Context: an optimization exercise on an open-source flow, tuned for small area and a short achievable clock period. The choices shown serve that exercise and are no tape-out recipe.
Where RTL was checked, it was by simulation tests only, not by an equivalence proof against the original.
Function not checked in run 3: the RTL went through the layout flow alone.
No activity file was given, so power comes from the tool's default toggle rates.

$ cat flow/design.v
`timescale 1ns / 1ps
module g_aoi222(input a1, b1, a2, b2, a3, b3, output y);
    assign y = ~((a1 & b1) | (a2 & b2) | (a3 & b3));
endmodule
module g_nand2(input a, b, output y);
    assign y = ~(a & b);
endmodule
module g_nand3(input a, b, c, output y);
    assign y = ~(a & b & c);
endmodule
module g_nand4(input a, b, c, d, output y);
    assign y = ~(a & b & c & d);
endmodule
module g_or2(input a, b, output y);
    assign y = a | b;
endmodule
module g_or3(input a, b, c, output y);
    assign y = a | b | c;
endmodule
module g_ha(input a, b, output s, co);
    assign s = a ^ b;
    assign co = a & b;
endmodule
module g_mux2(input a0, a1, s, output y);
    assign y = s ? a1 : a0;
endmodule
module g_inv(input a, output y);
    assign y = ~a;
endmodule
module g_xor2(input a, b, output y);
    assign y = a ^ b;
endmodule
module g_and2(input a, b, output y);
    assign y = a & b;
endmodule
module g_xnor2(input a, b, output y);
    assign y = ~(a ^ b);
endmodule
module g_nor2(input a, b, output y);
    assign y = ~(a | b);
endmodule
module g_aoi21(input a1, a2, b, output y);
    assign y = ~((a1 & a2) | b);
endmodule
module g_oai21(input a1, a2, b, output y);
    assign y = ~((a1 | a2) & b);
endmodule
module g_and4(input a, b, c, d, output y);
    assign y = a & b & c & d;
endmodule
module g_mux2i(input a0, a1, s, output y);
    assign y = ~(s ? a1 : a0);
endmodule
`timescale 1ns / 1ps
module aor31(input [30:0] d, input [30:0] s, output q);
    wire [10:0] n;
    genvar i;
    generate
        for (i = 0; i < 10; i = i + 1) begin : a
            g_aoi222 u(d[3*i], s[3*i], d[3*i+1], s[3*i+1], d[3*i+2], s[3*i+2], n[i]);
        end
    endgenerate
    g_nand2 u10(d[30], s[30], n[10]);
    wire x0, x1, x2;
    g_nand4 c0(n[0], n[1], n[2], n[3], x0);
    g_nand4 c1(n[4], n[5], n[6], n[7], x1);
    g_nand3 c2(n[8], n[9], n[10], x2);
    g_or3 o(x0, x1, x2, q);
endmodule
module aor16(input [15:0] d, input [15:0] s, output q);
    wire [5:0] n;
    genvar i;
    generate
        for (i = 0; i < 5; i = i + 1) begin : a
            g_aoi222 u(d[3*i], s[3*i], d[3*i+1], s[3*i+1], d[3*i+2], s[3*i+2], n[i]);
        end
    endgenerate
    g_nand2 u5(d[15], s[15], n[5]);
    wire x0, x1;
    g_nand3 c0(n[0], n[1], n[2], x0);
    g_nand3 c1(n[3], n[4], n[5], x1);
    g_or2 o(x0, x1, q);
endmodule
module aor4(input [3:0] d, input [3:0] s, output q);
    wire n0, n1;
    g_aoi222 u0(d[0], s[0], d[1], s[1], d[2], s[2], n0);
    g_nand2 u1(d[3], s[3], n1);
    g_nand2 o(n0, n1, q);
endmodule
module aor5(input [4:0] d, input [4:0] s, output q);
    wire n0, n1, n2;
    g_aoi222 u0(d[0], s[0], d[1], s[1], d[2], s[2], n0);
    g_nand2 u1(d[3], s[3], n1);
    g_nand2 u2(d[4], s[4], n2);
    g_nand3 o(n0, n1, n2, q);
endmodule
module aor3(input [2:0] d, input [2:0] s, output q);
    wire n0;
    g_aoi222 u0(d[0], s[0], d[1], s[1], d[2], s[2], n0);
    g_inv o(n0, q);
endmodule
module aorn #(parameter N = 8) (input [N-1:0] d, input [N-1:0] s, output q);
    localparam G = N / 3;               
    localparam R = N - 3 * G;           
    localparam L = G + R;               
    wire [L-1:0] n;
    genvar i;
    generate
        for (i = 0; i < G; i = i + 1) begin : a
            g_aoi222 u(d[3*i], s[3*i], d[3*i+1], s[3*i+1], d[3*i+2], s[3*i+2], n[i]);
        end
        for (i = 0; i < R; i = i + 1) begin : b
            g_nand2 u(d[3*G+i], s[3*G+i], n[G+i]);
        end
        if (N == 1) begin : c1
            g_and2 o(d[0], s[0], q);
        end else if (L == 1) begin : c2
            g_inv o(n[0], q);
        end else if (L == 2) begin : c3
            g_nand2 o(n[0], n[1], q);
        end else if (L == 3) begin : c4
            g_nand3 o(n[0], n[1], n[2], q);
        end else begin : c5
            g_nand4 o(n[0], n[1], n[2], n[3], q);
        end
    endgenerate
endmodule
`timescale 1ns / 1ps
module inc_r #(parameter W = 14) (input [W-1:0] a, input ci, output [W-1:0] y, output co);
    wire [W:0] c;
    assign c[0] = ci;
    genvar i;
    generate
        for (i = 0; i < W; i = i + 1) begin : b
            g_ha h(.a(a[i]), .b(c[i]), .s(y[i]), .co(c[i+1]));
        end
    endgenerate
    assign co = c[W];
endmodule
module dec_r #(parameter W = 14) (input [W-1:0] a, output [W-1:0] y);
    wire [W-1:0] an = ~a;
    wire [W-1:0] yn;
    wire co;
    inc_r #(W) u(.a(an), .ci(1'b1), .y(yn), .co(co));    
    assign y = ~yn;
endmodule
module add16c(input [15:0] a, input [15:0] b, output [15:0] s, output co);
    wire [16:0] p, g;
    adder #(17) u(.a({1'b0, a}), .b({1'b0, b}), .cin(1'b1), .s({co, s}), .p(p), .g(g));
endmodule
module takensel(input eq, beq, bne, beq_n, bne_n, output t, tn);
    g_mux2i u0(.a0(bne_n), .a1(beq_n), .s(eq), .y(t));
    g_mux2i u1(.a0(bne), .a1(beq), .s(eq), .y(tn));
endmodule
module PC(
    input [29:0] pc,
    input halt,
    input beq, bne, eq,
    input jump,
    input [15:0] imm,
    input [25:0] j_addr,
    output [29:0] npc
    );
    wire [15:0] p4_lo, bt_lo;
    wire c_lo, c16, c_y;
    inc_r #(16) il(.a(pc[15:0]), .ci(1'b1), .y(p4_lo), .co(c_lo));
    add16c al(.a(pc[15:0]), .b(imm), .s(bt_lo), .co(c16));
    wire [13:0] hi_p, hi_m;
    inc_r #(14) ip(.a(pc[29:16]), .ci(1'b1), .y(hi_p), .co(c_y));
    dec_r #(14) im(.a(pc[29:16]), .y(hi_m));
    wire beq_n = ~beq, bne_n = ~bne;
    wire [4:0] tk, tkn;
    wire seq = ~(halt | jump);            
    wire n_same = halt | ((seq | jump) & ~c_lo);    
    wire n_inc = (seq | jump) & c_lo;               
    wire [29:0] other, bt;
    wire b_same = c16 == imm[15];
    wire b_inc = c16 & ~imm[15];
    wire b_dec = ~c16 & imm[15];
    genvar i;
    generate
        for (i = 0; i < 16; i = i + 1) begin : lo
            aor3 m(.d({j_addr[i], pc[i], p4_lo[i]}), .s({jump, halt, seq}), .q(other[i]));
            assign bt[i] = bt_lo[i];
        end
        for (i = 16; i < 26; i = i + 1) begin : mid
            aor3 m(.d({j_addr[i], hi_p[i-16], pc[i]}), .s({jump, n_inc & ~jump, n_same & ~jump}), .q(other[i]));
        end
        for (i = 26; i < 30; i = i + 1) begin : hi
            aor3 m(.d({1'b0, hi_p[i-16], pc[i]}), .s({1'b0, n_inc, ~n_inc}), .q(other[i]));
        end
        for (i = 16; i < 30; i = i + 1) begin : bh
            aor3 m(.d({hi_m[i-16], hi_p[i-16], pc[i]}), .s({b_dec, b_inc, b_same}), .q(bt[i]));
        end
        for (i = 0; i < 5; i = i + 1) begin : tc
            takensel ts(.eq(eq), .beq(beq), .bne(bne), .beq_n(beq_n), .bne_n(bne_n),
                        .t(tk[i]), .tn(tkn[i]));
        end
        for (i = 0; i < 30; i = i + 1) begin : f
            wire n0, n1;
            wire taken = tk[i / 6], taken_n = tkn[i / 6];
            g_nand2 u0(other[i], taken_n, n0);
            g_nand2 u1(bt[i], taken, n1);
            g_nand2 u2(n0, n1, npc[i]);
        end
    endgenerate
endmodule
`timescale 1ns / 1ps
module CU(
    input [5:0] opCode,
    output op_ori, op_and, op_or, op_sll, op_slti,
    output op_sw, op_lw, op_beq, op_bne, op_j, op_halt,
    output useImm,    
    output subtract,  
    output RegWre,    
    output RegDst     
    );
    wire op_addi = opCode == 6'b000001;
    wire op_sub  = opCode == 6'b000010;
    assign op_ori  = opCode == 6'b010000;
    assign op_and  = opCode == 6'b010001;
    assign op_or   = opCode == 6'b010010;
    assign op_sll  = opCode == 6'b011000;
    assign op_slti = opCode == 6'b011011;
    assign op_sw   = opCode == 6'b100110;
    assign op_lw   = opCode == 6'b100111;
    assign op_beq  = opCode == 6'b110000;
    assign op_bne  = opCode == 6'b110001;
    assign op_j    = opCode == 6'b111000;
    assign op_halt = opCode == 6'b111111;
    assign useImm = op_addi | op_sw | op_lw | op_slti;
    assign subtract = op_sub | op_beq | op_bne | op_slti;
    assign RegWre = ~(op_sw | op_beq | op_bne | op_j | op_halt);
    assign RegDst = ~(op_addi | op_ori | op_lw | op_slti);
endmodule
`timescale 1ns / 1ps
module prefix #(parameter N = 32) (input [N-1:0] g, input [N-1:0] p, input cin, output [N-1:0] c);
    reg [N-1:0] G, P, Gn, Pn;
    integer l, i;
    always @(*) begin
        G = g;
        P = p;
        G[0] = g[0] | (p[0] & cin);
        for (l = 1; l < N; l = l * 2) begin
            Gn = G;
            Pn = P;
            for (i = l; i < N; i = i + 1) begin
                Gn[i] = G[i] | (P[i] & G[i-l]);
                Pn[i] = P[i] & P[i-l];
            end
            G = Gn;
            P = Pn;
        end
    end
    assign c = {G[N-2:0], cin};
endmodule
module adder #(parameter N = 32) (input [N-1:0] a, input [N-1:0] b, input cin,
                                  output [N-1:0] s, output [N-1:0] p, output [N-1:0] g);
    wire [N-1:0] c;
    genvar i;
    generate
        for (i = 0; i < N; i = i + 1) begin : b_
            g_xor2 xp(a[i], b[i], p[i]);
            g_and2 ag(a[i], b[i], g[i]);
            g_xor2 xs(p[i], c[i], s[i]);
        end
    endgenerate
    prefix #(N) pf(.g(g), .p(p), .cin(cin), .c(c));
endmodule
module eq32(input [31:0] a, input [31:0] b, output eq);
    assign eq = a == b;
endmodule
module shl32(input [31:0] a, input [4:0] sh, output [31:0] y);
    wire [3:0] d1 = 4'b1 << sh[1:0];
    wire [7:0] d2 = 8'b1 << sh[4:2];
    wire [31:0] t;
    genvar i, k;
    generate
        for (i = 0; i < 32; i = i + 1) begin : s1
            localparam N1 = (i < 3) ? i + 1 : 4;
            wire [N1-1:0] dd;
            for (k = 0; k < N1; k = k + 1) begin : t_
                assign dd[k] = a[i-k];
            end
            aorn #(N1) m(.d(dd), .s(d1[N1-1:0]), .q(t[i]));
        end
        for (i = 0; i < 32; i = i + 1) begin : s2
            localparam N2 = i / 4 + 1;
            wire [N2-1:0] dd;
            for (k = 0; k < N2; k = k + 1) begin : t_
                assign dd[k] = t[i-4*k];
            end
            aorn #(N2) m(.d(dd), .s(d2[N2-1:0]), .q(y[i]));
        end
    endgenerate
endmodule
module ALU(
    input [31:0] A,         
    input [31:0] R2,
    input [15:0] imm,
    input [4:0] sa,
    input op_ori, op_and, op_or, op_sll, op_slti,
    input useImm, subtract,
    output [31:0] result
    );
    wire useI = useImm | op_ori;
    wire [31:0] ext = {{16{imm[15] & ~op_ori}}, imm};
    wire [31:0] B = (useI ? ext : R2) ^ {32{subtract}};
    wire [31:0] sum, p, g;
    wire c31;
    adder32k add(.a(A), .b(B), .cin(subtract), .s(sum), .p(p), .g(g), .cm(c31));
    wire lt = (A[31] ^ imm[15]) ? A[31] : ~c31;
    wire [31:0] shl;
    shl32 sh(.a(R2), .sh(sa), .y(shl));
    wire is_sum = ~(op_ori | op_and | op_or | op_sll | op_slti);
    wire s_or = op_ori | op_or;           
    wire s_g = s_or | op_and;             
    aor5 r0(.d({sum[0], op_slti & lt, shl[0], g[0], p[0]}),
            .s({is_sum, 1'b1, op_sll, s_g, s_or}), .q(result[0]));
    genvar i;
    generate
        for (i = 1; i < 32; i = i + 1) begin : r
            aor4 m(.d({sum[i], shl[i], g[i], p[i]}), .s({is_sum, op_sll, s_g, s_or}), .q(result[i]));
        end
    endgenerate
endmodule
module adder32k(input [31:0] a, input [31:0] b, input cin,
               output [31:0] s, output [31:0] p, output [31:0] g, output cm);
    wire w0, w1, w2, w3, w4, w5, w6, w7, w8, w9, w10, w11, w12, w13, w14, w15, w16, w17, w18, w19, w20, w21, w22, w23, w24, w25, w26, w27, w28, w29, w30, w31, w32, w33, w34, w35, w36, w37, w38, w39, w40, w41, w42, w43, w44, w45, w46, w47, w48, w49, w50, w51, w52, w53, w54, w55, w56, w57, w58, w59, w60, w61, w62, w63, w64, w65, w66, w67, w68, w69, w70, w71, w72, w73, w74, w75, w76, w77, w78, w79, w80, w81, w82, w83, w84, w85, w86, w87, w88, w89, w90, w91, w92, w93, w94, w95, w96, w97, w98, w99, w100, w101, w102, w103, w104, w105, w106, w107, w108, w109, w110, w111, w112, w113, w114, w115, w116, w117, w118, w119, w120, w121, w122, w123, w124, w125, w126, w127, w128, w129, w130, w131, w132, w133, w134, w135, w136, w137, w138, w139, w140, w141, w142, w143, w144, w145, w146, w147, w148, w149, w150, w151, w152, w153, w154, w155, w156, w157, w158, w159, w160, w161, w162, w163, w164, w165, w166, w167, w168, w169, w170, w171, w172, w173, w174, w175, w176, w177, w178, w179, w180, w181, w182, w183, w184, w185, w186, w187, w188, w189, w190, w191, w192, w193, w194, w195, w196, w197, w198, w199, w200, w201, w202, w203, w204, w205, w206, w207, w208, w209, w210, w211, w212, w213, w214, w215, w216, w217, w218, w219, w220, w221, w222, w223, w224, w225, w226, w227, w228, w229, w230, w231, w232, w233, w234, w235, w236, w237, w238, w239;
    g_xor2 xp0(a[0], b[0], p[0]);
    g_and2 ag0(a[0], b[0], g[0]);
    g_xor2 xp1(a[1], b[1], p[1]);
    g_and2 ag1(a[1], b[1], g[1]);
    g_xor2 xp2(a[2], b[2], p[2]);
    g_and2 ag2(a[2], b[2], g[2]);
    g_xor2 xp3(a[3], b[3], p[3]);
    g_and2 ag3(a[3], b[3], g[3]);
    g_xor2 xp4(a[4], b[4], p[4]);
    g_and2 ag4(a[4], b[4], g[4]);
    g_xor2 xp5(a[5], b[5], p[5]);
    g_and2 ag5(a[5], b[5], g[5]);
    g_xor2 xp6(a[6], b[6], p[6]);
    g_and2 ag6(a[6], b[6], g[6]);
    g_xor2 xp7(a[7], b[7], p[7]);
    g_and2 ag7(a[7], b[7], g[7]);
    g_xor2 xp8(a[8], b[8], p[8]);
    g_and2 ag8(a[8], b[8], g[8]);
    g_xor2 xp9(a[9], b[9], p[9]);
    g_and2 ag9(a[9], b[9], g[9]);
    g_xor2 xp10(a[10], b[10], p[10]);
    g_and2 ag10(a[10], b[10], g[10]);
    g_xor2 xp11(a[11], b[11], p[11]);
    g_and2 ag11(a[11], b[11], g[11]);
    g_xor2 xp12(a[12], b[12], p[12]);
    g_and2 ag12(a[12], b[12], g[12]);
    g_xor2 xp13(a[13], b[13], p[13]);
    g_and2 ag13(a[13], b[13], g[13]);
    g_xor2 xp14(a[14], b[14], p[14]);
    g_and2 ag14(a[14], b[14], g[14]);
    g_xor2 xp15(a[15], b[15], p[15]);
    g_and2 ag15(a[15], b[15], g[15]);
    g_xor2 xp16(a[16], b[16], p[16]);
    g_and2 ag16(a[16], b[16], g[16]);
    g_xor2 xp17(a[17], b[17], p[17]);
    g_and2 ag17(a[17], b[17], g[17]);
    g_xor2 xp18(a[18], b[18], p[18]);
    g_and2 ag18(a[18], b[18], g[18]);
    g_xor2 xp19(a[19], b[19], p[19]);
    g_and2 ag19(a[19], b[19], g[19]);
    g_xor2 xp20(a[20], b[20], p[20]);
    g_and2 ag20(a[20], b[20], g[20]);
    g_xor2 xp21(a[21], b[21], p[21]);
    g_and2 ag21(a[21], b[21], g[21]);
    g_xor2 xp22(a[22], b[22], p[22]);
    g_and2 ag22(a[22], b[22], g[22]);
    g_xor2 xp23(a[23], b[23], p[23]);
    g_and2 ag23(a[23], b[23], g[23]);
    g_xor2 xp24(a[24], b[24], p[24]);
    g_and2 ag24(a[24], b[24], g[24]);
    g_xor2 xp25(a[25], b[25], p[25]);
    g_and2 ag25(a[25], b[25], g[25]);
    g_xor2 xp26(a[26], b[26], p[26]);
    g_and2 ag26(a[26], b[26], g[26]);
    g_xor2 xp27(a[27], b[27], p[27]);
    g_and2 ag27(a[27], b[27], g[27]);
    g_xor2 xp28(a[28], b[28], p[28]);
    g_and2 ag28(a[28], b[28], g[28]);
    g_xor2 xp29(a[29], b[29], p[29]);
    g_and2 ag29(a[29], b[29], g[29]);
    g_xor2 xp30(a[30], b[30], p[30]);
    g_and2 ag30(a[30], b[30], g[30]);
    g_xor2 xp31(a[31], b[31], p[31]);
    g_and2 ag31(a[31], b[31], g[31]);
    g_xor2 xs0(p[0], cin, s[0]);
    g_xnor2 xs1(p[1], w0, s[1]);
    g_xnor2 xs2(p[2], w2, s[2]);
    g_xor2 xs3(p[3], w63, s[3]);
    g_xor2 xs4(p[4], w64, s[4]);
    g_xnor2 xs5(p[5], w122, s[5]);
    g_xnor2 xs6(p[6], w124, s[6]);
    g_xnor2 xs7(p[7], w125, s[7]);
    g_xnor2 xs8(p[8], w126, s[8]);
    g_xor2 xs9(p[9], w175, s[9]);
    g_xor2 xs10(p[10], w176, s[10]);
    g_xor2 xs11(p[11], w178, s[11]);
    g_xor2 xs12(p[12], w180, s[12]);
    g_xor2 xs13(p[13], w181, s[13]);
    g_xor2 xs14(p[14], w182, s[14]);
    g_xor2 xs15(p[15], w183, s[15]);
    g_xor2 xs16(p[16], w184, s[16]);
    g_xnor2 xs17(p[17], w218, s[17]);
    g_xnor2 xs18(p[18], w220, s[18]);
    g_xnor2 xs19(p[19], w221, s[19]);
    g_xnor2 xs20(p[20], w222, s[20]);
    g_xnor2 xs21(p[21], w224, s[21]);
    g_xnor2 xs22(p[22], w226, s[22]);
    g_xnor2 xs23(p[23], w228, s[23]);
    g_xnor2 xs24(p[24], w230, s[24]);
    g_xnor2 xs25(p[25], w231, s[25]);
    g_xnor2 xs26(p[26], w232, s[26]);
    g_xnor2 xs27(p[27], w233, s[27]);
    g_xnor2 xs28(p[28], w234, s[28]);
    g_xnor2 xs29(p[29], w235, s[29]);
    g_xnor2 xs30(p[30], w236, s[30]);
    g_xnor2 xs31(p[31], w237, s[31]);
    assign cm = w239;
    g_aoi21 u0(p[0], cin, g[0], w0);
    g_inv u1(w0, w1);
    g_aoi21 u2(p[1], w1, g[1], w2);
    g_aoi21 u3(p[2], g[1], g[2], w3);
    g_nand2 u4(p[2], p[1], w4);
    g_aoi21 u5(p[3], g[2], g[3], w5);
    g_nand2 u6(p[3], p[2], w6);
    g_aoi21 u7(p[4], g[3], g[4], w7);
    g_nand2 u8(p[4], p[3], w8);
    g_aoi21 u9(p[5], g[4], g[5], w9);
    g_nand2 u10(p[5], p[4], w10);
    g_aoi21 u11(p[6], g[5], g[6], w11);
    g_nand2 u12(p[6], p[5], w12);
    g_aoi21 u13(p[7], g[6], g[7], w13);
    g_nand2 u14(p[7], p[6], w14);
    g_aoi21 u15(p[8], g[7], g[8], w15);
    g_nand2 u16(p[8], p[7], w16);
    g_aoi21 u17(p[9], g[8], g[9], w17);
    g_nand2 u18(p[9], p[8], w18);
    g_aoi21 u19(p[10], g[9], g[10], w19);
    g_nand2 u20(p[10], p[9], w20);
    g_aoi21 u21(p[11], g[10], g[11], w21);
    g_nand2 u22(p[11], p[10], w22);
    g_aoi21 u23(p[12], g[11], g[12], w23);
    g_nand2 u24(p[12], p[11], w24);
    g_aoi21 u25(p[13], g[12], g[13], w25);
    g_nand2 u26(p[13], p[12], w26);
    g_aoi21 u27(p[14], g[13], g[14], w27);
    g_nand2 u28(p[14], p[13], w28);
    g_aoi21 u29(p[15], g[14], g[15], w29);
    g_nand2 u30(p[15], p[14], w30);
    g_aoi21 u31(p[16], g[15], g[16], w31);
    g_nand2 u32(p[16], p[15], w32);
    g_aoi21 u33(p[17], g[16], g[17], w33);
    g_nand2 u34(p[17], p[16], w34);
    g_aoi21 u35(p[18], g[17], g[18], w35);
    g_nand2 u36(p[18], p[17], w36);
    g_aoi21 u37(p[19], g[18], g[19], w37);
    g_nand2 u38(p[19], p[18], w38);
    g_aoi21 u39(p[20], g[19], g[20], w39);
    g_nand2 u40(p[20], p[19], w40);
    g_aoi21 u41(p[21], g[20], g[21], w41);
    g_nand2 u42(p[21], p[20], w42);
    g_aoi21 u43(p[22], g[21], g[22], w43);
    g_nand2 u44(p[22], p[21], w44);
    g_aoi21 u45(p[23], g[22], g[23], w45);
    g_nand2 u46(p[23], p[22], w46);
    g_aoi21 u47(p[24], g[23], g[24], w47);
    g_nand2 u48(p[24], p[23], w48);
    g_aoi21 u49(p[25], g[24], g[25], w49);
    g_nand2 u50(p[25], p[24], w50);
    g_aoi21 u51(p[26], g[25], g[26], w51);
    g_nand2 u52(p[26], p[25], w52);
    g_aoi21 u53(p[27], g[26], g[27], w53);
    g_nand2 u54(p[27], p[26], w54);
    g_aoi21 u55(p[28], g[27], g[28], w55);
    g_nand2 u56(p[28], p[27], w56);
    g_aoi21 u57(p[29], g[28], g[29], w57);
    g_nand2 u58(p[29], p[28], w58);
    g_aoi21 u59(p[30], g[29], g[30], w59);
    g_nand2 u60(p[30], p[29], w60);
    g_aoi21 u61(p[31], g[30], g[31], w61);
    g_nand2 u62(p[31], p[30], w62);
    g_oai21 u63(w4, w0, w3, w63);
    g_oai21 u64(w6, w2, w5, w64);
    g_oai21 u65(w8, w3, w7, w65);
    g_nor2 u66(w8, w4, w66);
    g_oai21 u67(w10, w5, w9, w67);
    g_nor2 u68(w10, w6, w68);
    g_oai21 u69(w12, w7, w11, w69);
    g_nor2 u70(w12, w8, w70);
    g_oai21 u71(w14, w9, w13, w71);
    g_nor2 u72(w14, w10, w72);
    g_oai21 u73(w16, w11, w15, w73);
    g_nor2 u74(w16, w12, w74);
    g_oai21 u75(w18, w13, w17, w75);
    g_nor2 u76(w18, w14, w76);
    g_oai21 u77(w20, w15, w19, w77);
    g_nor2 u78(w20, w16, w78);
    g_oai21 u79(w22, w17, w21, w79);
    g_nor2 u80(w22, w18, w80);
    g_oai21 u81(w24, w19, w23, w81);
    g_nor2 u82(w24, w20, w82);
    g_oai21 u83(w26, w21, w25, w83);
    g_nor2 u84(w26, w22, w84);
    g_oai21 u85(w28, w23, w27, w85);
    g_nor2 u86(w28, w24, w86);
    g_oai21 u87(w30, w25, w29, w87);
    g_nor2 u88(w30, w26, w88);
    g_oai21 u89(w32, w27, w31, w89);
    g_nor2 u90(w32, w28, w90);
    g_oai21 u91(w34, w29, w33, w91);
    g_nor2 u92(w34, w30, w92);
    g_oai21 u93(w36, w31, w35, w93);
    g_nor2 u94(w36, w32, w94);
    g_oai21 u95(w38, w33, w37, w95);
    g_nor2 u96(w38, w34, w96);
    g_oai21 u97(w40, w35, w39, w97);
    g_nor2 u98(w40, w36, w98);
    g_oai21 u99(w42, w37, w41, w99);
    g_nor2 u100(w42, w38, w100);
    g_oai21 u101(w44, w39, w43, w101);
    g_nor2 u102(w44, w40, w102);
    g_oai21 u103(w46, w41, w45, w103);
    g_nor2 u104(w46, w42, w104);
    g_oai21 u105(w48, w43, w47, w105);
    g_nor2 u106(w48, w44, w106);
    g_oai21 u107(w50, w45, w49, w107);
    g_nor2 u108(w50, w46, w108);
    g_oai21 u109(w52, w47, w51, w109);
    g_nor2 u110(w52, w48, w110);
    g_oai21 u111(w54, w49, w53, w111);
    g_nor2 u112(w54, w50, w112);
    g_oai21 u113(w56, w51, w55, w113);
    g_nor2 u114(w56, w52, w114);
    g_oai21 u115(w58, w53, w57, w115);
    g_nor2 u116(w58, w54, w116);
    g_oai21 u117(w60, w55, w59, w117);
    g_nor2 u118(w60, w56, w118);
    g_oai21 u119(w62, w57, w61, w119);
    g_nor2 u120(w62, w58, w120);
    g_inv u121(w0, w121);
    g_aoi21 u122(w66, w121, w65, w122);
    g_inv u123(w2, w123);
    g_aoi21 u124(w68, w123, w67, w124);
    g_aoi21 u125(w70, w63, w69, w125);
    g_aoi21 u126(w72, w64, w71, w126);
    g_aoi21 u127(w74, w65, w73, w127);
    g_nand2 u128(w74, w66, w128);
    g_aoi21 u129(w76, w67, w75, w129);
    g_nand2 u130(w76, w68, w130);
    g_aoi21 u131(w78, w69, w77, w131);
    g_nand2 u132(w78, w70, w132);
    g_aoi21 u133(w80, w71, w79, w133);
    g_nand2 u134(w80, w72, w134);
    g_aoi21 u135(w82, w73, w81, w135);
    g_nand2 u136(w82, w74, w136);
    g_aoi21 u137(w84, w75, w83, w137);
    g_nand2 u138(w84, w76, w138);
    g_aoi21 u139(w86, w77, w85, w139);
    g_nand2 u140(w86, w78, w140);
    g_aoi21 u141(w88, w79, w87, w141);
    g_nand2 u142(w88, w80, w142);
    g_aoi21 u143(w90, w81, w89, w143);
    g_nand2 u144(w90, w82, w144);
    g_aoi21 u145(w92, w83, w91, w145);
    g_nand2 u146(w92, w84, w146);
    g_aoi21 u147(w94, w85, w93, w147);
    g_nand2 u148(w94, w86, w148);
    g_aoi21 u149(w96, w87, w95, w149);
    g_nand2 u150(w96, w88, w150);
    g_aoi21 u151(w98, w89, w97, w151);
    g_nand2 u152(w98, w90, w152);
    g_aoi21 u153(w100, w91, w99, w153);
    g_nand2 u154(w100, w92, w154);
    g_aoi21 u155(w102, w93, w101, w155);
    g_nand2 u156(w102, w94, w156);
    g_aoi21 u157(w104, w95, w103, w157);
    g_nand2 u158(w104, w96, w158);
    g_aoi21 u159(w106, w97, w105, w159);
    g_nand2 u160(w106, w98, w160);
    g_aoi21 u161(w108, w99, w107, w161);
    g_nand2 u162(w108, w100, w162);
    g_aoi21 u163(w110, w101, w109, w163);
    g_nand2 u164(w110, w102, w164);
    g_aoi21 u165(w112, w103, w111, w165);
    g_nand2 u166(w112, w104, w166);
    g_aoi21 u167(w114, w105, w113, w167);
    g_nand2 u168(w114, w106, w168);
    g_aoi21 u169(w116, w107, w115, w169);
    g_nand2 u170(w116, w108, w170);
    g_aoi21 u171(w118, w109, w117, w171);
    g_nand2 u172(w118, w110, w172);
    g_aoi21 u173(w120, w111, w119, w173);
    g_nand2 u174(w120, w112, w174);
    g_oai21 u175(w128, w0, w127, w175);
    g_oai21 u176(w130, w2, w129, w176);
    g_inv u177(w63, w177);
    g_oai21 u178(w132, w177, w131, w178);
    g_inv u179(w64, w179);
    g_oai21 u180(w134, w179, w133, w180);
    g_oai21 u181(w136, w122, w135, w181);
    g_oai21 u182(w138, w124, w137, w182);
    g_oai21 u183(w140, w125, w139, w183);
    g_oai21 u184(w142, w126, w141, w184);
    g_oai21 u185(w144, w127, w143, w185);
    g_nor2 u186(w144, w128, w186);
    g_oai21 u187(w146, w129, w145, w187);
    g_nor2 u188(w146, w130, w188);
    g_oai21 u189(w148, w131, w147, w189);
    g_nor2 u190(w148, w132, w190);
    g_oai21 u191(w150, w133, w149, w191);
    g_nor2 u192(w150, w134, w192);
    g_oai21 u193(w152, w135, w151, w193);
    g_nor2 u194(w152, w136, w194);
    g_oai21 u195(w154, w137, w153, w195);
    g_nor2 u196(w154, w138, w196);
    g_oai21 u197(w156, w139, w155, w197);
    g_nor2 u198(w156, w140, w198);
    g_oai21 u199(w158, w141, w157, w199);
    g_nor2 u200(w158, w142, w200);
    g_oai21 u201(w160, w143, w159, w201);
    g_nor2 u202(w160, w144, w202);
    g_oai21 u203(w162, w145, w161, w203);
    g_nor2 u204(w162, w146, w204);
    g_oai21 u205(w164, w147, w163, w205);
    g_nor2 u206(w164, w148, w206);
    g_oai21 u207(w166, w149, w165, w207);
    g_nor2 u208(w166, w150, w208);
    g_oai21 u209(w168, w151, w167, w209);
    g_nor2 u210(w168, w152, w210);
    g_oai21 u211(w170, w153, w169, w211);
    g_nor2 u212(w170, w154, w212);
    g_oai21 u213(w172, w155, w171, w213);
    g_nor2 u214(w172, w156, w214);
    g_oai21 u215(w174, w157, w173, w215);
    g_nor2 u216(w174, w158, w216);
    g_inv u217(w0, w217);
    g_aoi21 u218(w186, w217, w185, w218);
    g_inv u219(w2, w219);
    g_aoi21 u220(w188, w219, w187, w220);
    g_aoi21 u221(w190, w63, w189, w221);
    g_aoi21 u222(w192, w64, w191, w222);
    g_inv u223(w122, w223);
    g_aoi21 u224(w194, w223, w193, w224);
    g_inv u225(w124, w225);
    g_aoi21 u226(w196, w225, w195, w226);
    g_inv u227(w125, w227);
    g_aoi21 u228(w198, w227, w197, w228);
    g_inv u229(w126, w229);
    g_aoi21 u230(w200, w229, w199, w230);
    g_aoi21 u231(w202, w175, w201, w231);
    g_aoi21 u232(w204, w176, w203, w232);
    g_aoi21 u233(w206, w178, w205, w233);
    g_aoi21 u234(w208, w180, w207, w234);
    g_aoi21 u235(w210, w181, w209, w235);
    g_aoi21 u236(w212, w182, w211, w236);
    g_aoi21 u237(w214, w183, w213, w237);
    g_aoi21 u238(w216, w184, w215, w238);
    g_inv u239(w237, w239);
endmodule
`timescale 1ns / 1ps
module SumDec4(input [3:0] a, input [3:0] b, output [15:0] m);
    wire [3:0] x, xn, o, g;
    genvar i, r;
    generate
        for (i = 0; i < 4; i = i + 1) begin : b_
            g_xor2 ux(a[i], b[i], x[i]);
            g_inv un(x[i], xn[i]);
            g_or2 uo(a[i], b[i], o[i]);
            g_and2 ua(a[i], b[i], g[i]);
        end
        wire [3:0] t1, t2, t3;
        for (i = 1; i < 4; i = i + 1) begin : t_
            wire e00, e01, e10, e11;
            g_xnor2 u00(x[i], o[i-1], e00);    
            g_xor2  u01(x[i], o[i-1], e01);    
            g_xnor2 u10(x[i], g[i-1], e10);    
            g_xor2  u11(x[i], g[i-1], e11);    
            if (i == 1) assign t1 = {e11, e10, e01, e00};
            if (i == 2) assign t2 = {e11, e10, e01, e00};
            if (i == 3) assign t3 = {e11, e10, e01, e00};
        end
        for (r = 0; r < 16; r = r + 1) begin : m_
            g_and4 u(r[0] ? x[0] : xn[0],
                     t1[{r[0], r[1]}], t2[{r[1], r[2]}], t3[{r[2], r[3]}], m[r]);
        end
    endgenerate
endmodule
module SumDecC(input [3:0] a, input [3:0] b, input c, output [15:0] mn);
    wire [3:0] x, o, g;
    wire x0c, x0cn;
    genvar i, r;
    generate
        for (i = 0; i < 4; i = i + 1) begin : b_
            g_xor2 ux(a[i], b[i], x[i]);
            g_or2 uo(a[i], b[i], o[i]);
            g_and2 ua(a[i], b[i], g[i]);
        end
        g_xor2 uc(x[0], c, x0c);           
        g_inv ucn(x0c, x0cn);
        wire [3:0] t1, t2, t3;
        for (i = 1; i < 4; i = i + 1) begin : t_
            wire e00, e01, e10, e11;
            g_xnor2 u00(x[i], o[i-1], e00);
            g_xor2  u01(x[i], o[i-1], e01);
            g_xnor2 u10(x[i], g[i-1], e10);
            g_xor2  u11(x[i], g[i-1], e11);
            if (i == 1) assign t1 = {e11, e10, e01, e00};
            if (i == 2) assign t2 = {e11, e10, e01, e00};
            if (i == 3) assign t3 = {e11, e10, e01, e00};
        end
        for (r = 0; r < 16; r = r + 1) begin : m_
            g_nand4 u(r[0] ? x0c : x0cn,
                      t1[{r[0], r[1]}], t2[{r[1], r[2]}], t3[{r[2], r[3]}], mn[r]);
        end
    endgenerate
endmodule
module MemSel(
    input [5:0] ra,           
    input [5:0] ia,           
    input we,
    input [63:0] mvalid,      
    output [63:0] rsel,       
    output [63:0] wen,
    output [15:0] wsel,       
    output [15:0] osel_n      
    );
    reg [31:0] sel;
    always @(*) begin
        case ({ra[1:0], ia[1:0]})
            4'd0: sel = {16'h8421, 16'h8421};
            4'd1: sel = {16'h1842, 16'h4218};
            4'd2: sel = {16'h2184, 16'h2184};
            4'd3: sel = {16'h4218, 16'h1842};
            4'd4: sel = {16'h1842, 16'h4218};
            4'd5: sel = {16'h2184, 16'h2184};
            4'd6: sel = {16'h4218, 16'h1842};
            4'd7: sel = {16'h8421, 16'h8421};
            4'd8: sel = {16'h2184, 16'h2184};
            4'd9: sel = {16'h4218, 16'h1842};
            4'd10: sel = {16'h8421, 16'h8421};
            4'd11: sel = {16'h1842, 16'h4218};
            4'd12: sel = {16'h4218, 16'h1842};
            4'd13: sel = {16'h8421, 16'h8421};
            4'd14: sel = {16'h1842, 16'h4218};
            4'd15: sel = {16'h2184, 16'h2184};
            default: sel = 32'b0;
        endcase
    end
    assign osel_n = sel[31:16];
    assign wsel = sel[15:0];
    wire we_n = ~we;
    genvar k, r;
    generate
        for (k = 0; k < 4; k = k + 1) begin : bank
            wire [5:0] bk = ia + 6'd3 - k;
            wire ck = (ra[1] & bk[1]) | ((ra[1] | bk[1]) & ra[0] & bk[0]);
            wire [15:0] mn;
            SumDecC sd(.a(ra[5:2]), .b(bk[5:2]), .c(ck), .mn(mn));
            for (r = 0; r < 16; r = r + 1) begin : row
                wire vn;
                g_inv uv(mvalid[4*r + k], vn);
                g_nor2 ur(mn[r], vn, rsel[16*k + r]);
                g_nor2 uw(mn[r], we_n, wen[16*k + r]);
            end
        end
    endgenerate
endmodule
module MemRead(
    input [511:0] ram,         
    input [63:0] rsel,
    input [15:0] osel,
    output [31:0] word
    );
    wire [7:0] bout [0:3];
    genvar k, b, r, i;
    generate
        for (k = 0; k < 4; k = k + 1) begin : bank
            for (b = 0; b < 8; b = b + 1) begin : bit_
                wire [15:0] col;
                for (r = 0; r < 16; r = r + 1) begin : rr
                    assign col[r] = ram[8*(4*r+k) + b];
                end
                aor16 m(.d(col), .s(rsel[16*k +: 16]), .q(bout[k][b]));
            end
        end
        for (i = 0; i < 4; i = i + 1) begin : ob
            for (b = 0; b < 8; b = b + 1) begin : bit_
                aor4 m(.d({bout[3][b], bout[2][b], bout[1][b], bout[0][b]}),
                       .s(osel[4*i +: 4]), .q(word[31-8*i-7+b]));
            end
        end
    endgenerate
endmodule
module MemWData(
    input [31:0] DataIn,
    input [15:0] wsel,
    output [31:0] wbytes       
    );
    genvar k, b;
    generate
        for (k = 0; k < 4; k = k + 1) begin : bank
            for (b = 0; b < 8; b = b + 1) begin : bit_
                aor4 m(.d({DataIn[b], DataIn[8+b], DataIn[16+b], DataIn[24+b]}),
                       .s({wsel[4*k+3], wsel[4*k+2], wsel[4*k+1], wsel[4*k+0]}),
                       .q(wbytes[8*k+b]));
            end
        end
    endgenerate
endmodule
`timescale 1ns / 1ps
module RegRead(
    input [31*32-1:0] d,      
    input [31:1] valid,
    input [4:0] ra,
    output [31:0] q
    );
    wire [31:0] oh = 32'b1 << ra;
    wire [30:0] s = oh[31:1] & valid;
    genvar b, i;
    generate
        for (b = 0; b < 32; b = b + 1) begin : bit_
            wire [30:0] col;
            for (i = 0; i < 31; i = i + 1) begin : r
                assign col[i] = d[32*i + b];
            end
            aor31 m(.d(col), .s(s), .q(q[b]));
        end
    endgenerate
endmodule
`timescale 1ns / 1ps
module SingleCycleCPU(
    input clk, Reset,
    input [31:0] instr,
    output [5:0] opCode,
    output [31:0] ReadData1, ReadData2, currentPC, nextPC, result, DMOut,
    output [4:0] rs, rt
);
    wire [4:0] rd = instr[15:11];
    wire [4:0] sa = instr[10:6];
    wire [15:0] imm = instr[15:0];
    assign opCode = instr[31:26];
    assign rs = instr[25:21];
    assign rt = instr[20:16];
    wire op_ori, op_and, op_or, op_sll, op_slti, op_sw, op_lw, op_beq, op_bne, op_j, op_halt;
    wire useImm, subtract, RegWre, RegDst;
    CU cu(.opCode(opCode), .op_ori(op_ori), .op_and(op_and), .op_or(op_or), .op_sll(op_sll),
          .op_slti(op_slti), .op_sw(op_sw), .op_lw(op_lw), .op_beq(op_beq), .op_bne(op_bne),
          .op_j(op_j), .op_halt(op_halt), .useImm(useImm), .subtract(subtract),
          .RegWre(RegWre), .RegDst(RegDst));
    reg [31:2] pc;                
    reg [31:0] regFile [1:31];    
    reg [31:1] valid;             
    reg [7:0] ram [0:63];         
    reg [63:0] mvalid;            
    wire [31*32-1:0] rflat;
    genvar g;
    generate
        for (g = 1; g < 32; g = g + 1) begin : rf
            assign rflat[32*(g-1) +: 32] = regFile[g];
        end
    endgenerate
    RegRead rp1(.d(rflat), .valid(valid), .ra(rs), .q(ReadData1));
    RegRead rp2(.d(rflat), .valid(valid), .ra(rt), .q(ReadData2));
    ALU alu(.A(ReadData1), .R2(ReadData2), .imm(imm), .sa(sa),
            .op_ori(op_ori), .op_and(op_and), .op_or(op_or), .op_sll(op_sll),
            .op_slti(op_slti), .useImm(useImm), .subtract(subtract), .result(result));
    wire eq;
    eq32 cmp(.a(ReadData1), .b(ReadData2), .eq(eq));
    wire [29:0] npc;
    PC pcl(.pc(pc), .halt(op_halt), .beq(op_beq), .bne(op_bne), .eq(eq), .jump(op_j),
           .imm(imm), .j_addr(instr[25:0]), .npc(npc));
    assign currentPC = {pc, 2'b00};
    assign nextPC = {npc, 2'b00};
    wire [63:0] rsel, wen;
    wire [15:0] wsel, osel_n;
    MemSel ms(.ra(ReadData1[5:0]), .ia(imm[5:0]), .we(op_sw), .mvalid(mvalid), .rsel(rsel), .wen(wen), .wsel(wsel), .osel_n(osel_n));
    wire [511:0] rambits;
    generate
        for (g = 0; g < 64; g = g + 1) begin : rb
            assign rambits[8*g +: 8] = ram[g];
        end
    endgenerate
    MemRead mr(.ram(rambits), .rsel(rsel), .osel(osel_n), .word(DMOut));
    wire [31:0] wd = op_lw ? DMOut : result;
    wire [31:0] wbytes;
    MemWData mw(.DataIn(ReadData2), .wsel(wsel), .wbytes(wbytes));
    wire [4:0] wa = RegDst ? rd : rt;
    integer j;
    always @(posedge clk or negedge Reset) begin
        if (Reset == 0) pc <= 0;
        else pc <= npc;
    end
    generate
        for (g = 1; g < 32; g = g + 1) begin : w
            wire wen_r = RegWre && wa == g;
            always @(posedge clk) if (wen_r) regFile[g] <= wd;
            always @(posedge clk or negedge Reset) begin
                if (Reset == 0) valid[g] <= 1'b0;
                else if (wen_r) valid[g] <= 1'b1;
            end
        end
        for (g = 0; g < 64; g = g + 1) begin : m
            always @(posedge clk) if (wen[16*(g%4) + g/4]) ram[g] <= wbytes[8*(g%4) +: 8];
            always @(posedge clk or negedge Reset) begin
                if (Reset == 0) mvalid[g] <= 1'b0;
                else if (wen[16*(g%4) + g/4]) mvalid[g] <= 1'b1;
            end
        end
    endgenerate
endmodule
$ cat flow/flow/run.sh
#!/bin/bash
# Layout flow: the standard synthesis unchanged, then the standard ORFS
# steps with our own port buffers, clock tree settings and timing target.
set -euo pipefail
HERE=$(cd "$(dirname "$0")" && pwd)
source "$HERE/settings.sh"

bash standard.sh synth > synth.log 2>&1
bash standard.sh \
  BUFFER_PORTS_ARGS="$PORT_BUF_ARGS" \
  CTS_ARGS="$CTS_ARGS_V" \
  SETUP_SLACK_MARGIN="$SETUP_MARGIN" \
  PRE_RESIZE_TCL="$HERE/pre_resize.tcl" \
  $EXTRA_MAKE_ARGS \
  finish > layout.log 2>&1
$ cat flow/flow/pre_resize.tcl
# Stronger buffers on the input ports (they drive the decoders directly).
foreach inst [get_cells input*] {
  replace_cell $inst sky130_fd_sc_hd__buf_8
}
# The last gate of each register-file read bit drives the ALU, comparator,
# memory and output port: use the strongest or3.
foreach inst [get_cells -filter "ref_name == sky130_fd_sc_hd__or3_1"] {
  set net [get_full_name [get_nets -of_objects [get_pins [get_full_name $inst]/A]]]
  if {[string match "rp*" $net]} {
    replace_cell $inst sky130_fd_sc_hd__or3_4
  }
}
$ cat flow/flow/settings.sh
# Settings read by run.sh
PORT_BUF_ARGS="-buffer_cell sky130_fd_sc_hd__buf_2"
CTS_ARGS_V="-sink_clustering_enable -repair_clock_nets -buf_list {sky130_fd_sc_hd__clkbuf_8} -sink_clustering_size 16 -sink_clustering_max_diameter 50 -dont_use_dummy_load"
SETUP_MARGIN=7
EXTRA_MAKE_ARGS="TNS_END_PERCENT=20"
$ cat flow/standard.sh
#!/bin/bash
# synth_recipe.tcl (not shown) runs the flow's synth.tcl, then flattens the netlist and writes it again
# the make line also repeats each setting of config.mk as NAME=value (left out here)
make -C /OpenROAD-flow-scripts/flow DESIGN_CONFIG=/design/flow/config.mk WORK_HOME=/design/flow/orfs CLKGATE_MAP_FILE= SYNTH_SCRIPT=/design/flow/synth_recipe.tcl "${@:-finish}"
$ cat flow/config.mk
export PLATFORM = sky130hd
export DESIGN_NAME = SingleCycleCPU
export DESIGN_NICKNAME = SingleCycleCPU
export VERILOG_FILES = /design/flow/design.v
export SDC_FILE = /design/flow/constraint.sdc
export NUM_CORES = 8
export LEC_CHECK = 0
export CAP_MARGIN = 30
export CORE_MARGIN = 2
export CORE_UTILIZATION = 35
export PLACE_DENSITY = 0.65
export SLEW_MARGIN = 30
export SYNTH_HIERARCHICAL = 1
export SYNTH_MINIMUM_KEEP_SIZE = 0
$ cat flow/constraint.sdc
create_clock -name core_clock -period 20.0 [get_ports {clk}]
set_input_delay 4.0000 -clock core_clock [delete_from_list [all_inputs] [get_ports {clk}]]
set_output_delay 4.0000 -clock core_clock [all_outputs]
set_load 0.01 [all_outputs]
==> results.txt, run 1 <==
* Setup Skew at 0.152 ns
* Critical Path Start Type: primary input
* Largest net degree at the start of global routing at 66
* Initial antenna violation count at 19
* Core footprint at 0.207 mm^2
* TNS Setup at 0 ns
* Total GRT Usage at 24.7%
* HP Class: reg2reg
* Slew of the pin with the lowest slew margin at 0.959 ns
* DIE HEIGHT at 460 um
* Post-DRT Antenna Nets at 0
* Pre-CTS setup slack at 5.99 ns
* Share of cells above drive strength 1 at 19.7%
* CTS tree: built
* DPL Wire Length at 178000 um
* Total CTS buffers at 139
* Post-route insts no fill at 8397
* First-pass GRT wire length at 380000 um
* Crit Path Class: in2out
* Drt initial violations at 14600
* Max cap viols at 0
* Max VDD drop at 0.0898 mV
* Vias in the first global route at 52100
* Clk sinks at 1629
* I/O pin cnt at 242
* Static Leakage at 28.6 nW
* Max Freq at 76.3 MHz
* # DRC at 0
* Die Area at 0.212 mm^2
* # setup viols final at 0
* Via count at 56700
* Gr ovfl total at 0
* Post-Synthesis Mean Instance Area at 14.4 um^2
* Min Tclk post-route at 13.11 ns
* Worst skew pair latency at 0.99 ns
* Final #Nets at 5688
* CTS H-tree depth at 4
* Status: finished clean
* Clock root buffer: clkbuf_8
* Port Buf Inserts at 237
* WP data arrival at 9.11 ns
* Row count at 167
* Final Cell Area at 0.0830 mm^2
* Final Max Tran Viols at 0
* Max clock buf depth at 3
* Core Util, Final at 40.1%
* Vias per cell at 6.75
* Worst-path fanout max at 32
* Die Width at 460 um
* GP Congestion at 0.960
* WHS at 0.463 ns
* CP required at 16.00 ns
* Pwr per Cell Area at 103 mW/mm^2
* Final Hold Fails at 0
* Avg WL per Cell at 33.6 um
* Final Cycle Share at 65.6%
* Post-Route WL at 282000 um
* Dpl cells at 8169
* Relative slew slack at 36.1%
* Power Total at 8.55 mW
* Post-Place Cell Area at 0.0791 mm^2
* Layout area overhead at 13.8%
* Synth warnings at 12
* Fin worst setup slack at 6.89 ns
* Clk slew on worst S/H paths at 0.05 ns
* Crit. End Element: output pin
* Initial Utilization at 35.2%
* Post-Synthesis Cells at 5067
* Pre-antenna DRT Iters at 17
* Mapped Area at 0.0729 mm^2
* RSZ-0062 raised after global routing: yes
registers in the layout (all words and copies together), names as in the netlist:
| register | cells |
|---|---|
| regFile | 992 |
| valid | 31 |
| pc | 30 |
| mvalid | 64 |
| ram | 512 |
routing by layer:
metal | share of wire, % | vias to the layer above | global-route usage (%)
li1 | - | 22800 | -
met1 | 34 | 28300 | 32.2
met2 | 45 | 4825 | 38.3
met3 | 15 | 749 | 6.36
met4 | 6.0 | 14 | 11.8
met5 | 0.025 | - | 0
report_power, final:
group,switching (mW),internal (mW)
combinational,1.85,0.621
clock,1.05,0.620
sequential,0.0906,4.32
worst max-delay path, cell delays in order:
cell and delay [ns]:
buf_12 0.12, nor3b_2 0.18, and3_1 0.22, buf_6 0.22, a222oi_1 0.35, nand4_1 0.39
or3_4 0.50, buf_6 0.21, xor2_4 0.29, xnor2_1 0.17, nand4_1 0.26, nor2_4 0.11
a222oi_1 0.56, nand3_1 0.24, or2_4 0.33, a222oi_1 0.45, nand2_2 0.24, buf_6 0.18
worst paths after layout:
check	from	endpoint	slack, ns	depth (start not counted)
worst min register to register	mvalid[33]	mvalid[33]	0.46	1
worst max register to register	valid[22]	regFile[10][14]	13.89	19
worst min-delay path	mvalid[33]	mvalid[33]	0.46	1
min in group asynchronous	Reset	mvalid[13]	3.02	1
worst max-delay path	instr[24]	DMOut[14]	6.89	18
max in group asynchronous	Reset	valid[6]	15.60	2
repair_timing:
action / 4_1_cts / 5_1_grt
setup endpoints to repair: 38 / 53
buffers inserted: 18 / 42
pin swaps: 45 / 86
cloned: 2 / 15
hold buffers: 0 / 0
resized for setup: 110 / 161
layout make-up:
class	instances	area (um^2)
multi-input cells	3171	24600
well taps	2788	3490
inverters	196	736
fillers	19000	124000
diodes	11	27.5
clock buffers	139	1910
repair buffers	463	3910
flip-flops and latches	1629	48300
cells in the final DEF (no fill, tap or decap), drive strengths merged, types with 71 or more instances in the layout:
master and n:
a222oi 1006, a21oi 104, buf 447, xor2 177
clkbuf 153, nor2 210, dfrtp 125, nand3 145
nand4 201, inv 196, and3 71, nand2 549
edfxtp 1504, or2 110
==> run 2, diff against run 1 <==
--- a/flow/flow/pre_resize.tcl
+++ b/flow/flow/pre_resize.tcl
@@ -10,3 +10,10 @@
     replace_cell $inst sky130_fd_sc_hd__or3_4
   }
 }
+# Outputs with plenty of slack get the smallest buffer.
+foreach inst [get_cells output*] {
+  set net [get_full_name [get_nets -of_objects [get_pins [get_full_name $inst]/X]]]
+  if {[regexp {^(currentPC|opCode|rs|rt|ReadData1|ReadData2)} $net]} {
+    replace_cell $inst sky130_fd_sc_hd__buf_1
+  }
+}
==> run 2 against run 1 <==
  * Final cell count hardly changed
  * Die area unchanged
  * Setup slack worse by 0.023 ns
  * Total power hardly changed
  * Critical path depth is 2 higher
  * Global-route usage increased by 0.10 points
  * Flip-flop and latch count unchanged
  * Critical endpoint unchanged
==> results.txt, run 2 <==
* Setup Skew at 0.186 ns (+0.0331 ns)
* CTS tree: built
* Number of cells on the critical path at 20 (+2)
* Fin worst setup slack at 6.86 ns (-0.0233 ns)
* Reg-to-Reg Start: valid[10]
* Initial Utilization at 35.2% (unchanged)
* First-pass GRT wire length at 381000 um (+0.25%)
* # DRC at 0 (unchanged)
* CP max stage cell: a222oi_1
* Layout area overhead at 13.3%
* Post-Route WL at 277000 um (-1.8%)
* Reg2reg setup slack at 13.83 ns (-0.06 ns)
* Largest registers: regFile: 992 flops, ram: 512 flops, mvalid: 64 flops
* Post-Synthesis Mean Instance Area at 14.4 um^2 (unchanged)
* Top delay family on crit path: simple AND/OR/NAND/NOR gates
* Max reg flops at 992 (unchanged)
* GP Congestion at 0.960 (unchanged)
* Total GRT Usage at 24.8% (+0.10 points)
* Gr ovfl total at 0 (unchanged)
* Die Width at 460 um (unchanged)
* Avg WL per Cell at 33.0 um (-1.7%)
* Relative slew slack at 33.2% (-2.9 points)
* Min Tclk post-route at 13.14 ns (+0.0233 ns)
* Drt initial violations at 14000 (-3.7%)
* RSZ-0062 raised after global routing: yes
* Crit path top cell by count: a222oi_1
* Pre-CTS setup slack at 5.96 ns (-0.0310 ns)
* Worst hold start: mvalid[60]
* DIE HEIGHT at 460 um (unchanged)
* Share of cells above drive strength 1 at 17.7% (-2.0 points)
* Crit path cell chain: buf_8 -> nor2b_2 -> and3_1 -> buf_12 -> a222oi_1 -> nand4_1 -> or3_4 -> buf_12 -> nor2b_4 -> maj3_2 -> xor2_4 -> buf_6 -> nand4_1 -> nor2_4 -> a222oi_1 -> nand3_1 -> or2_4 -> a222oi_1 -> nand2_2 -> buf_6
* # setup viols final at 0 (unchanged)
* Crit Path Class: in2out
* Commonest non-fill, non-tap cell in the layout: edfxtp_1
* Final #Nets at 5685 (-0.053%)
* Commonest cells after routing, fill and taps aside: edfxtp_1, a222oi_1, nand2_1, nand4_1, inv_1
* WHS at 0.471 ns (+0.00762 ns)
* Post-Synthesis Cells at 5067 (unchanged)
* Clk slew on worst S/H paths at 0.04 ns (about the same)
* HP Class: reg2reg
* CTS H-tree depth at 4 (unchanged)
* Final Cell Area at 0.0826 mm^2 (-0.46%)
* Core footprint at 0.207 mm^2 (unchanged)
* Post-Place Cell Area at 0.0790 mm^2 (-0.17%)
* Final Cycle Share at 65.7% (+0.12 points)
* Via count at 56300 (-0.67%)
* Max VDD drop at 0.0927 mV (+3.2%)
* I/O pin cnt at 242 (unchanged)
* Max cap viols at 0 (unchanged)
* # hold bufs at CTS at 0 (unchanged)
* Top reg by flops: regFile
* Final Hold Fails at 0 (unchanged)
* DPL Wire Length at 178000 um (about the same)
* Die Area at 0.212 mm^2 (unchanged)
* RR Endpoint: regFile[18][14]
* Initial antenna violation count at 15 (-4)
* CP max stage delay at 0.55 ns (about the same)
* Slew of the pin with the lowest slew margin at 0.997 ns (+0.0387 ns)
* Clock root buffer: clkbuf_8
* Row count at 167 (unchanged)
* Pre-antenna DRT Iters at 14 (-3)
* Worst hold path depth at 1 (unchanged)
* Mapped Area at 0.0729 mm^2 (unchanged)
* Post-route insts no fill at 8390 (-0.083%)
* Critical Path Start Type: primary input
* Worst-path fanout max at 32 (unchanged)
* Clk sinks at 1629 (unchanged)
* Hold Path End: mvalid[60]
* CP Buf/Inv Count at 5 (+1)
* Post-DRT Antenna Nets at 0 (unchanged)
* Cells on worst reg2reg path at 16 (-3)
* Static Leakage at 28.2 nW (-1.4%)
* Worst skew pair latency at 1.03 ns (+0.04 ns)
* Max clock buf depth at 3 (unchanged)
* Vias in the first global route at 52200 (+0.17%)
* Pwr per Cell Area at 104 mW/mm^2 (+0.54%)
* Synth warnings at 12 (unchanged)
* Max Freq at 76.1 MHz (-0.18%)
* WP data arrival at 9.14 ns (+0.03 ns)
* Final Max Tran Viols at 0 (unchanged)
* Status: finished clean
* Dpl cells at 8169 (unchanged)
* CP required at 16.00 ns (about the same)
* Port Buf Inserts at 237 (unchanged)
* Largest net degree at the start of global routing at 66 (unchanged)
* Total CTS buffers at 143 (+2.9%)
* Vias per cell at 6.71 (-0.58%)
* Crit. End Element: output pin
* TNS Setup at 0 ns (unchanged)
[run 2: how the worst max path moves through the flow]
stage                            end  slack, ns  startpoint
after floorplan            DMOut[27]       7.64   instr[24]
after global placement     DMOut[21]       5.94   instr[24]
after detailed placement   DMOut[10]       5.96   instr[24]
after CTS                  result[0]       6.91   instr[19]
after global routing      result[29]       6.92   instr[16]
final                      DMOut[14]       6.86   instr[23]
[run 2: worst register-to-register path, stage by stage (launching register included)]
cell	delay, ns
dfrtp_1	0.43
and3_4	0.25
buf_12	0.17
a222oi_1	0.46
nand4_1	0.37
or3_4	0.66
xor2_2	0.35
xor2_1	0.20
nand4_1	0.27
nor2_4	0.10
a222oi_1	0.55
nand3_1	0.24
or2_4	0.32
a222oi_1	0.43
nand2_2	0.26
buf_4	0.21
mux2_2	0.52
[run 2: cell type report]
class	instances	area, um^2
Fill cell	19100	124000
Multi-Input combinational cell	3170	24600
Antenna cell	7	17.5
Inverter	196	738
Clock buffer	143	1970
Timing Repair Buffer	457	3520
Tap cell	2788	3490
Sequential cell	1629	48300
[run 2: power breakdown]
group	leakage (nW)	switching [mW]	internal [mW]
logic	11.9	1.85	0.616
clock network	1.03	1.05	0.637
registers	15.2	0.0899	4.32
total	28.2	2.99	5.57
[run 2: what timing repair did]
| action | 4_1_cts | 5_1_grt |
|---|---|---|
| setup buffers | 24 | 37 |
| setup endpoints to repair | 37 | 57 |
| resized for setup | 109 | 129 |
| hold endpoints to repair | 0 | 0 |
| gates cloned | 3 | 7 |
| pin swaps | 47 | 96 |
[run 2: per-layer routing]
layer | part of all wire [%] | track usage [%]
met1 | 35 | 32.3
met2 | 45 | 38.5
met3 | 14 | 6.52
met4 | 5.5 | 11.6
met5 | 0.069 | 0
[run 2: per-stage QoR]
| step | utilization (%) | power, mW |
|---|---|---|
| 6_report | 39.9 | 8.56 |
| 5_1_grt | 39.9 | 8.80 |
| 4_1_cts | 39.4 | 8.43 |
| 3_5_place_dp | 38.1 | 6.76 |
| 3_3_place_gp | 37.9 | 6.68 |
| 2_1_floorplan | - | 5.67 |
==> run 3, diff against run 2 <==
--- a/flow/design.v
+++ b/flow/design.v
@@ -301,12 +301,14 @@
     input [4:0] sa,
     input op_ori, op_and, op_or, op_sll, op_slti,
     input useImm, subtract,
-    output [31:0] result
+    output [31:0] result,
+    output eq               
     );
     wire useI = useImm | op_ori;
     wire [31:0] ext = {{16{imm[15] & ~op_ori}}, imm};
     wire [31:0] B = (useI ? ext : R2) ^ {32{subtract}};
     wire [31:0] sum, p, g;
+    assign eq = &p;
     wire c31;
     adder32k add(.a(A), .b(B), .cin(subtract), .s(sum), .p(p), .g(g), .cm(c31));
     wire lt = (A[31] ^ imm[15]) ? A[31] : ~c31;
@@ -869,11 +871,10 @@
     endgenerate
     RegRead rp1(.d(rflat), .valid(valid), .ra(rs), .q(ReadData1));
     RegRead rp2(.d(rflat), .valid(valid), .ra(rt), .q(ReadData2));
+    wire eq;
     ALU alu(.A(ReadData1), .R2(ReadData2), .imm(imm), .sa(sa),
             .op_ori(op_ori), .op_and(op_and), .op_or(op_or), .op_sll(op_sll),
-            .op_slti(op_slti), .useImm(useImm), .subtract(subtract), .result(result));
-    wire eq;
-    eq32 cmp(.a(ReadData1), .b(ReadData2), .eq(eq));
+            .op_slti(op_slti), .useImm(useImm), .subtract(subtract), .result(result), .eq(eq));
     wire [29:0] npc;
     PC pcl(.pc(pc), .halt(op_halt), .beq(op_beq), .bne(op_bne), .eq(eq), .jump(op_j),
            .imm(imm), .j_addr(instr[25:0]), .npc(npc));
==> run 3 against run 2 <==
  * Fmax down 0.13%
  * Clock power up 4%
  * Synthesized area down 0.36%
  * Hold slack worse by 0.0081 ns
  * Clock skew down 0.013 ns
  * Wire length up 3.9%
  * Critical endpoint is now DMOut[15]
  * Via count up 1.1%
  * Synthesized cell count down 0.51%
  * Flip-flop and latch count unchanged
  * Still clean
  * First-iteration DRC count up 8.0%
  * Sequential share of layout area down 0.49 points
==> results.txt, run 3 <==
* Status: finished clean
* Reg2reg setup slack at 13.49 ns (-0.34 ns)
* Critical Path Start Type: primary input
* Max clock buf depth at 3 (unchanged)
* Worst-path fanout max at 10 (-69%)
* Initial Utilization at 35.2% (-0.057 points)
* Area occupied by multi-input gates at 0.0249 mm^2 (+1.1%)
* RSZ-0062 raised after global routing: yes
* Clk slew on worst S/H paths at 0.04 ns (about the same)
* Initial antenna violation count at 23 (+8)
* Die Width at 460 um (-0.18%)
* Slew of the pin with the lowest slew margin at 1.09 ns (+0.0889 ns)
* Crit Path Class: in2out
* Post-route insts no fill at 8347 (-0.51%)
* Mapped Area at 0.0727 mm^2 (-0.36%)
* Gr ovfl total at 0 (unchanged)
* Max Freq at 76.0 MHz (-0.13%)
* TNS Setup at 0 ns (unchanged)
* Post-Synthesis Cells at 5041 (-0.51%)
* Static Leakage at 28.4 nW (+0.71%)
* Share of cells above drive strength 1 at 19.6% (+1.9 points)
* Avg WL per Cell at 34.4 um (+4.4%)
* Crit path from: instr[24]
* Core footprint at 0.207 mm^2 (-0.20%)
* Worst hold path depth at 1 (unchanged)
* Pwr per Cell Area at 106 mW/mm^2 (+2.0%)
* DIE HEIGHT at 460 um (-0.18%)
* Worst skew pair latency at 0.96 ns (-0.07 ns)
* Drt initial violations at 15200 (+8.0%)
* WP data arrival at 9.15 ns (about the same)
* # DRC at 0 (unchanged)
* Commonest non-fill, non-tap cell in the layout: edfxtp_1
* Post-Place Cell Area at 0.0784 mm^2 (-0.69%)
* Core Util, Final at 40.3% (+0.42 points)
* RR Endpoint: regFile[24][29]
* Crit. End Element: output pin
* CTS H-tree depth at 4 (unchanged)
* I/O pin cnt at 242 (unchanged)
* Vias per cell at 6.82 (+1.6%)
* GP Congestion at 0.992 (+3.3%)
* Final Cycle Share at 65.8% (+0.084 points)
* Cells on worst reg2reg path at 19 (+3)
* Hold Path End: mvalid[29]
* Row count at 167 (unchanged)
* Storage cell area at 0.0483 mm^2 (unchanged)
* Post-DRT Antenna Nets at 0 (unchanged)
* First-pass GRT wire length at 387000 um (+1.5%)
* Vias in the first global route at 52100 (-0.26%)
* Clock root buffer: clkbuf_8
* Die Area at 0.211 mm^2 (-0.36%)
* Worst hold start: mvalid[29]
* Total CTS buffers at 153 (+7.0%)
* Final Cell Area at 0.0833 mm^2 (+0.84%)
* Largest net degree at the start of global routing at 77 (+17%)
* Post-Synthesis Mean Instance Area at 14.4 um^2 (+0.15%)
* Dpl cells at 8034 (-1.7%)
* Final Max Tran Viols at 0 (unchanged)
* Max cap viols at 0 (unchanged)
* Layout area overhead at 14.7%
* Pre-antenna DRT Iters at 17 (+3)
* FILL cells at 18800 (-1.4%)
* Commonest cells after routing, fill and taps aside: edfxtp_1, a222oi_1, nand2_1, buf_4, nand4_1
* Final #Nets at 5716 (+0.55%)
* Max reg flops at 992 (unchanged)
* Top reg by flops: regFile
* Min Tclk post-route at 13.15 ns (+0.0168 ns)
* Relative slew slack at 27.6% (-5.6 points)
* HP Class: reg2reg
* # setup viols final at 0 (unchanged)
* Setup Skew at 0.173 ns (-0.0130 ns)
* Via count at 56900 (+1.1%)
* Reg-to-Reg Start: valid[4]
* Final Hold Fails at 0 (unchanged)
* Post-Route WL at 288000 um (+3.9%)
* Clk sinks at 1629 (unchanged)
* Total GRT Usage at 25.4% (+0.60 points)
* Max VDD drop at 0.0701 mV (-24%)
* Port Buf Inserts at 237 (unchanged)
* DPL Wire Length at 184000 um (+3.2%)
* CP required at 16.00 ns (about the same)
* CTS tree: built
* Largest registers: regFile: 992 flops, ram: 512 flops, mvalid: 64 flops
* Synth warnings at 12 (unchanged)
[run 3: per-stage QoR]
stage | hold WS (ns) | setup slack, ns | power (mW)
after floorplan | 0.440 | 7.61 | 5.67
after global placement | 0.450 | 5.45 | 6.79
after detailed placement | 0.452 | 5.85 | 6.84
after CTS | 0.462 | 6.95 | 8.64
after global routing | 0.479 | 6.88 | 9.03
final | 0.463 | 6.85 | 8.81
[run 3: cell type report]
cell class | count | share of cell area (%)
clock buffers | 153 | 2.53
repair buffers | 501 | 4.68
well taps | 2704 | 4.06
flip-flops and latches | 1629 | 58.0
multi-input cells | 3148 | 29.9
diodes | 17 | 0.0510
inverters | 195 | 0.881
[run 3: report_power, final]
part	leakage (nW)	internal (mW)	total, mW	switching, mW
registers	15.2	4.33	4.43	0.100
logic	12.1	0.658	2.63	1.97
clock network	1.10	0.679	1.75	1.07
total	28.4	5.67	8.81	3.14
[run 3: worst max path at each step]
stage,to,cells after the start
6_report,DMOut[15],18
3_3_place_gp,DMOut[24],18
5_1_grt,DMOut[9],19
3_5_place_dp,DMOut[13],18
4_1_cts,result[0],24
2_1_floorplan,nextPC[10],15
[run 3: repair_timing]
action                     in CTS  in global routing
pin swaps                     117                143
setup endpoints to repair      85                 76
hold buffers                    0                  0
setup buffers                  71                 57
cloned                          2                 13
gates resized for setup       158                156
[run 3: routing by layer]
| metal | GRT usage, % | vias to the layer above | share of wire [%] |
|---|---|---|---|
| met4 | 13.9 | 14 | 6.5 |
| met3 | 8.75 | 789 | 15 |
| met1 | 32.5 | 28300 | 35 |
| met5 | 0 | - | 0.095 |
| li1 | - | 22800 | - |
| met2 | 37.7 | 4973 | 43 |
[run 3: worst max-delay path, cell delays in order]
cell	delay, ns
buf_12	0.13
and3b_2	0.23
and3_4	0.20
buf_12	0.13
a222oi_1	0.50
nand4_1	0.41
or3_4	0.59
buf_12	0.19
or2_1	0.27
xor2_1	0.22
nand4_1	0.21
nor2_2	0.13
a222oi_1	0.55
nand3_1	0.26
or2_4	0.34
a222oi_1	0.43
nand2_2	0.17
buf_2	0.17

[port drivers added, routing unchanged]
How much do the figures lean on ideal ports? The routed layouts below were timed once more, with nothing changed but the port constraints. Step 1 assumes that a clkbuf_16 drives the clock port and a buf_2 every other input. Step 2 times the ports against the registers' clock, not the clock port: input delays grow and output delays shrink by t, the midpoint of the rising clock arrivals with the driver on. Three values: ideal ports, drivers, drivers and shift; two values: the first two.
run	shift t [ns]	slack for setup (ns)	worst setup path after step 2	worst register clock-pin slew, ns	pins driven straight from the clock port
run 1	1.006	6.885 / 6.827 / 6.827	input to output	0.11 / 0.11	1
run 2	1.020	6.862 / 6.733 / 6.733	input to output	0.10 / 0.10	1
run 3	0.957	6.845 / 6.674 / 6.674	input to output	0.11 / 0.11	1
After both steps every run listed still meets setup and hold. The setup slack of run 3, which loses most, moves by -0.171 ns with the drivers and by -0.171 ns with both steps.
